What follows belongs to an exercise in optimizing a design on an open flow for small area, a short achievable clock period and few clock cycles; a production flow would make more cautious choices.
In this exercise RTL edits were held to simulation tests only and were not proved equivalent to the original.
Power figures rest on the tool's default switching activity, not on a simulated workload.

north:
==> flow/design.v (excerpt) <==
module wisc_cache (
   input         clk,
   input         rst,
   input  [15:0] Addr,
   input  [15:0] DataIn,
   input         Rd,
   input         Wr,
   output [15:0] DataOut,
   output        Done,
   output        Stall,
   output        CacheHit,
   output        err,
   output [51:0] bank_addr,     
   output [63:0] bank_wdata,    
   output [3:0]  bank_we,       
   input  [63:0] bank_rdata     
);
For scale: ~390 cells after synthesis, about 240 I/O pins, about 4100 µm² of cells after synthesis.
Settings: LEC_CHECK=0, ABC_CLOCK_PERIOD_IN_PS=1000, CAP_MARGIN=20, CORE_MARGIN=2, CORE_UTILIZATION=40, CTS_BUF_LIST=sky130_fd_sc_hd__clkbuf_4, PLACE_DENSITY=0.6, SLEW_MARGIN=20; clock period 12.0 ns.
standard.sh (not shown) runs the stock make flow with config.mk's settings and CLKGATE_MAP_FILE= SYNTH_SCRIPT=/design/flow/synth_recipe.tcl, a recipe that flattens the netlist after the stock synthesis.
==> flow/flow/run.sh <==
#!/bin/bash
# The standard layout with three changes:
#  - the port buffers are buf_1 cells instead of the resizer's default
#    choice (clkdlybuf4s50_1);
#  - timing repair aims for more setup slack than the standard flow;
#  - after the standard synthesis, each mux4 cell is rebuilt from NAND gates
#    (flow/eco.tcl), which is faster from its select inputs.
set -euo pipefail
export BUFFER_PORTS_ARGS="-buffer_cell sky130_fd_sc_hd__buf_1"
export SETUP_SLACK_MARGIN=6.0
bash standard.sh synth > synth.log 2>&1
R=$PWD/orfs/results/$FLOW_PLATFORM/wisc_cache/base
cat > eco_run.tcl <<EOT
read_db $R/1_synth.odb
source $PWD/flow/eco.tcl
write_db $R/1_synth.odb
EOT
openroad -no_init -exit eco_run.tcl > eco.log 2>&1
touch $R/1_synth.sdc
bash standard.sh > standard.log 2>&1
Other scripts of this flow, unchanged in this note and not shown: flow/flow/eco.tcl
Testbench counts of north, summed over its fixed seeds: cycles 54,679.
diff inputs: north => south
-- flow/flow/run.sh --
<<< north, line 6
>>> south, line 6
#  - clock tree synthesis adds no dummy loads;
<<< north, line 10
export SETUP_SLACK_MARGIN=6.0
>>> south, line 11
export SETUP_SLACK_MARGIN=6.4
export CTS_ARGS="-sink_clustering_enable -repair_clock_nets -buf_list sky130_fd_sc_hd__clkbuf_4 -dont_use_dummy_load"
## What came out
- From north to south, register area did not move at all.
- Area taken by multi-input logic gates, north and south, lower one = north.
- Taking north as the reference, in south share of total power in the clock network decreased by 6.3 points relative to the old numbers, worst setup slack picked up an extra 220 ps.
- For south, the startpoint of the most critical setup path was Addr[2], unlike north, where it was Addr[1].
- The run showing the greater remaining max-slew budget at the tightest pin is north.
- In the reports for north and south, the smaller count of fill cells added during filler insertion belongs to north.
- Lower worst supply voltage drop on vdd among north and south: north
Edits applied to the flow inputs when going from south to east:
- changing PLACE_DENSITY from 0.6 to 0.75
- changing CORE_UTILIZATION from 40 to 65
-- flow/flow/run.sh --
<<< south, line 6
#  - clock tree synthesis adds no dummy loads;
>>> east, line 6
<<< south, line 12
export CTS_ARGS="-sink_clustering_enable -repair_clock_nets -buf_list sky130_fd_sc_hd__clkbuf_4 -dont_use_dummy_load"
>>> east, line 11
==> comparison <==
east vs south, total internal power went up by 16%. east vs. south: cell count after placement now smaller, total via count in the routed design increased by about 0.3% relative to the old numbers, area of all placed cells without fillers climbed 1.3%, worst hold slack up 14 ps, total core area went down by 3900 µm². east: clock period minus worst slack is 55 ps higher than what south reported. The switching part of the total power in east was lower than what south gave. east: achievable clock frequency is about 1% lower than what south reported. Between south and east, the difference in share of cell area taken by multi-input logic gates is negligible.

---

Starting RTL as in the previous note.
Settings: LEC_CHECK=0, ABC_CLOCK_PERIOD_IN_PS=1000, CAP_MARGIN=20, CORE_MARGIN=2, CORE_UTILIZATION=40, CTS_BUF_LIST=sky130_fd_sc_hd__clkbuf_8, CTS_CLUSTER_DIAMETER=60, CTS_CLUSTER_SIZE=30, PLACE_DENSITY=0.6, SLEW_MARGIN=20; clock period 12.0 ns.
==> flow/flow/run.sh <==
#!/bin/bash
# The standard layout, with the port buffers made of buf_1 cells instead of
# the resizer's default choice (clkdlybuf4s50_1), and timing repair aiming
# for more setup slack than the standard flow.
export BUFFER_PORTS_ARGS="-buffer_cell sky130_fd_sc_hd__buf_1"
export SETUP_SLACK_MARGIN=6.6
bash standard.sh > standard.log 2>&1
The baseline completed with no timing, DRC or antenna violations.
Testbench counts at the start, summed over its fixed seeds: cycles 54,679.
Edit:
--- a/flow/flow/run.sh
+++ b/flow/flow/run.sh
@@ -4,4 +4,4 @@
 # for more setup slack than the standard flow.
 export BUFFER_PORTS_ARGS="-buffer_cell sky130_fd_sc_hd__buf_1"
-export SETUP_SLACK_MARGIN=6.6
+export SETUP_SLACK_MARGIN=7.0
 bash standard.sh > standard.log 2>&1
After rerunning: Design area went down by 0.45%. Clock-buffer cell count does not change. Hold slack improves by 8.5 ps. Setup slack got worse by 19 ps. Final cell count hardly moves. Routed wire length grows by 0.75%.
Edit:
==> flow/flow/run.sh (replaced) <==
#!/bin/bash
# The standard layout, with the port buffers made of buf_1 cells instead of
# the resizer's default choice (clkdlybuf4s50_1).
cp standard.sh standard_sh_copy.txt
export BUFFER_PORTS_ARGS="-buffer_cell sky130_fd_sc_hd__buf_1"
bash standard.sh > standard.log 2>&1
Settings changed: ABC_CLOCK_PERIOD_IN_PS 1000 to unset, CTS_BUF_LIST sky130_fd_sc_hd__clkbuf_8 to unset, CTS_CLUSTER_DIAMETER 60 to unset, CTS_CLUSTER_SIZE 30 to unset.
=> Total power grows by 18%. Non-clock buffer count shrinks by 10. Synthesized area does not change. Cell count shrinks by 1.6%. Via count shrinks by 0.48%. Die area does not change. Global-route usage shrinks by 1.2 points. Final area grows by 0.58%. Critical path depth stays the same.

---

## willow
wisc_cache again, from the RTL that the note above started with.
// wisc_cache
module wisc_cache (
   input         clk,
   input         rst,
   input  [15:0] Addr,
   input  [15:0] DataIn,
   input         Rd,
   input         Wr,
   output [15:0] DataOut,
   output        Done,
   output        Stall,
   output        CacheHit,
   output        err,
   output [51:0] bank_addr,     
   output [63:0] bank_wdata,    
   output [3:0]  bank_we,       
   input  [63:0] bank_rdata     
);
   wire [15:0] M_addr, M_data_in, M_data_out;
   wire M_wr, M_rd, M_stall, M_err;
   wire [3:0] M_busy;
   mem_system #(1) cache0 (
      .DataOut(DataOut), .Done(Done), .Stall(Stall), .CacheHit(CacheHit), .err(err),
      .Addr(Addr), .DataIn(DataIn), .Rd(Rd), .Wr(Wr), .createdump(1'b0),
      .clk(clk), .rst(rst),
      .M_addr(M_addr), .M_data_in(M_data_in), .M_wr(M_wr), .M_rd(M_rd),
      .M_data_out(M_data_out), .M_stall(M_stall), .M_busy(M_busy), .err_mem(M_err));
   wisc_fbm mem (
      .clk(clk), .rst(rst), .addr(M_addr), .data_in(M_data_in), .wr(M_wr), .rd(M_rd),
      .data_out(M_data_out), .stall(M_stall), .busy(M_busy), .err(M_err),
      .bank_addr(bank_addr), .bank_wdata(bank_wdata), .bank_we(bank_we),
      .bank_rdata(bank_rdata));
endmodule
==> flow/config.mk <==
export PLATFORM = sky130hd
export DESIGN_NAME = wisc_cache
export DESIGN_NICKNAME = wisc_cache
export VERILOG_FILES = /design/flow/design.v
export SDC_FILE = /design/flow/constraint.sdc
export NUM_CORES = 4
export LEC_CHECK = 0
export ABC_CLOCK_PERIOD_IN_PS = 1000
export CAP_MARGIN = 20
export CORE_MARGIN = 2
export CORE_UTILIZATION = 40
export CTS_BUF_LIST = sky130_fd_sc_hd__clkbuf_4
export PLACE_DENSITY = 0.6
export SLEW_MARGIN = 20
==> flow/constraint.sdc <==
create_clock -name core_clock -period 12.0 [get_ports {clk}]
set_input_delay 2.4000 -clock core_clock [delete_from_list [all_inputs] [get_ports {clk}]]
set_output_delay 2.4000 -clock core_clock [all_outputs]
set_load 0.01 [all_outputs]
==> flow/flow/run.sh <==
#!/bin/bash
# The standard layout, with the port buffers made of buf_1 cells instead of
# the resizer's default choice (clkdlybuf4s50_1), and timing repair aiming
# for more setup slack than the standard flow.
export BUFFER_PORTS_ARGS="-buffer_cell sky130_fd_sc_hd__buf_1"
export SETUP_SLACK_MARGIN=6.4
bash standard.sh > standard.log 2>&1
willow finished all stages; the layout is clean.
Testbench counts of willow, summed over its fixed seeds: cycles 54,679.
Inputs modified between willow and pepper:
Settings: a change of ABC_CLOCK_PERIOD_IN_PS from 1000 to 10; an added CTS_CLUSTER_DIAMETER of 60; a change of CTS_BUF_LIST from sky130_fd_sc_hd__clkbuf_4 to sky130_fd_sc_hd__clkbuf_8; an added CTS_CLUSTER_SIZE of 30.
==> flow/flow/run.sh <==
#!/bin/bash
# The standard layout, with the port buffers made of buf_1 cells instead of
# the resizer's default choice (clkdlybuf4s50_1).
cp standard.sh standard_sh_copy.txt
export BUFFER_PORTS_ARGS="-buffer_cell sky130_fd_sc_hd__buf_1"
bash standard.sh > standard.log 2>&1
### Flow results
- In pepper the arrival time at the worst endpoint turned out 0.23 ns higher than in willow.
- Looking at post-route minimum period, pepper sits 0.22 ns higher than willow does.
- Per the comparison of pepper with willow, area growth from synthesis to final layout now larger; combinational group share of total power now smaller; final cell count comparable; relative area of clock buffers and inverters in the final design now larger.
- Relative to willow, the non-clock buffer count measured on pepper has decreased slightly.
- Diff willow..pepper | post-detailed-routing wire length | negligible
- Share of total power in sequential cells: pepper lower than willow
The inputs of garnet differ from those of pepper as listed below.
Settings: a deleted ABC_CLOCK_PERIOD_IN_PS that had been 10; an added ABC_AREA of 1.
Results
- In the flow results for garnet and pepper, the fmax is larger on garnet.
- The final reports for garnet and pepper show area overhead of the layout relative to synthesis lower in the former.
- Cell depth of the worst flop-to-flop path for garnet: 4 up relative to pepper
- Sequential group share of total power (lower): garnet
The following lists how indigo was set up differently from garnet:
Settings: setting ABC_CLOCK_PERIOD_IN_PS to 1000 for the first time; removing ABC_AREA (formerly 1).
- Final cell area: indigo below garnet
- Normalized max-slew margin in indigo vs garnet: down 8.4 points
- The slowest library cell on the worst path comes out sky130_fd_sc_hd__clkbuf_2 in one run and sky130_fd_sc_hd__mux4_2 in the other, namely in garnet and indigo respectively.
- Synthesized cell count in indigo is 124 lower than in garnet
- Area after synthesis in indigo vs garnet: down 250 um2
- Diff garnet -> indigo: filler-free cell count of the finished design now smaller, die outline area -about 5.5%.

[static timing again, ports no longer ideal]
No port has a modelled driver above. Below, the same layouts with a new extraction and two added sets of constraints.
Step 1: set_driving_cell puts a clkbuf_16 on clk and a buf_2 on each other input, an assumption about the parent block.
Step 2 also shifts input and output timing later by t, the mid clock arrival at the registers, as if the neighbouring blocks saw the same clock.
a / b / c = no drivers / after step 1 / after step 2; a / b = the first two.
| run | t (ns) | slack for setup (ns) | slew at the worst register clock pin (ns) |
|---|---|---|---|
| north | 0.519 | 6.287 / 6.257 / 6.257 | 0.12 / 0.12 |
| south | 0.480 | 6.506 / 6.468 / 6.468 | 0.11 / 0.11 |
| east | 0.493 | 6.451 / 6.409 / 6.409 | 0.10 / 0.10 |
| the first run of note 2 | 0.439 | 6.356 / 6.296 / 6.296 | 0.07 / 0.07 |
| the second run of note 2 | 0.438 | 6.337 / 6.272 / 6.272 | 0.07 / 0.07 |
| the third run of note 2 | 0.524 | 6.136 / 6.108 / 6.108 | 0.06 / 0.06 |
| willow | 0.488 | 6.356 / 6.302 / 6.302 | 0.11 / 0.11 |
| pepper | 0.430 | 6.134 / 6.106 / 6.106 | 0.08 / 0.08 |
| garnet | 0.438 | 6.253 / 6.233 / 6.233 | 0.08 / 0.08 |
| indigo | 0.430 | 6.134 / 6.106 / 6.106 | 0.08 / 0.08 |
After both steps setup and hold are still met in every run listed. The setup slack of the second run of note 2, which loses most, moves by -0.065 ns with the drivers and by -0.065 ns with both steps.
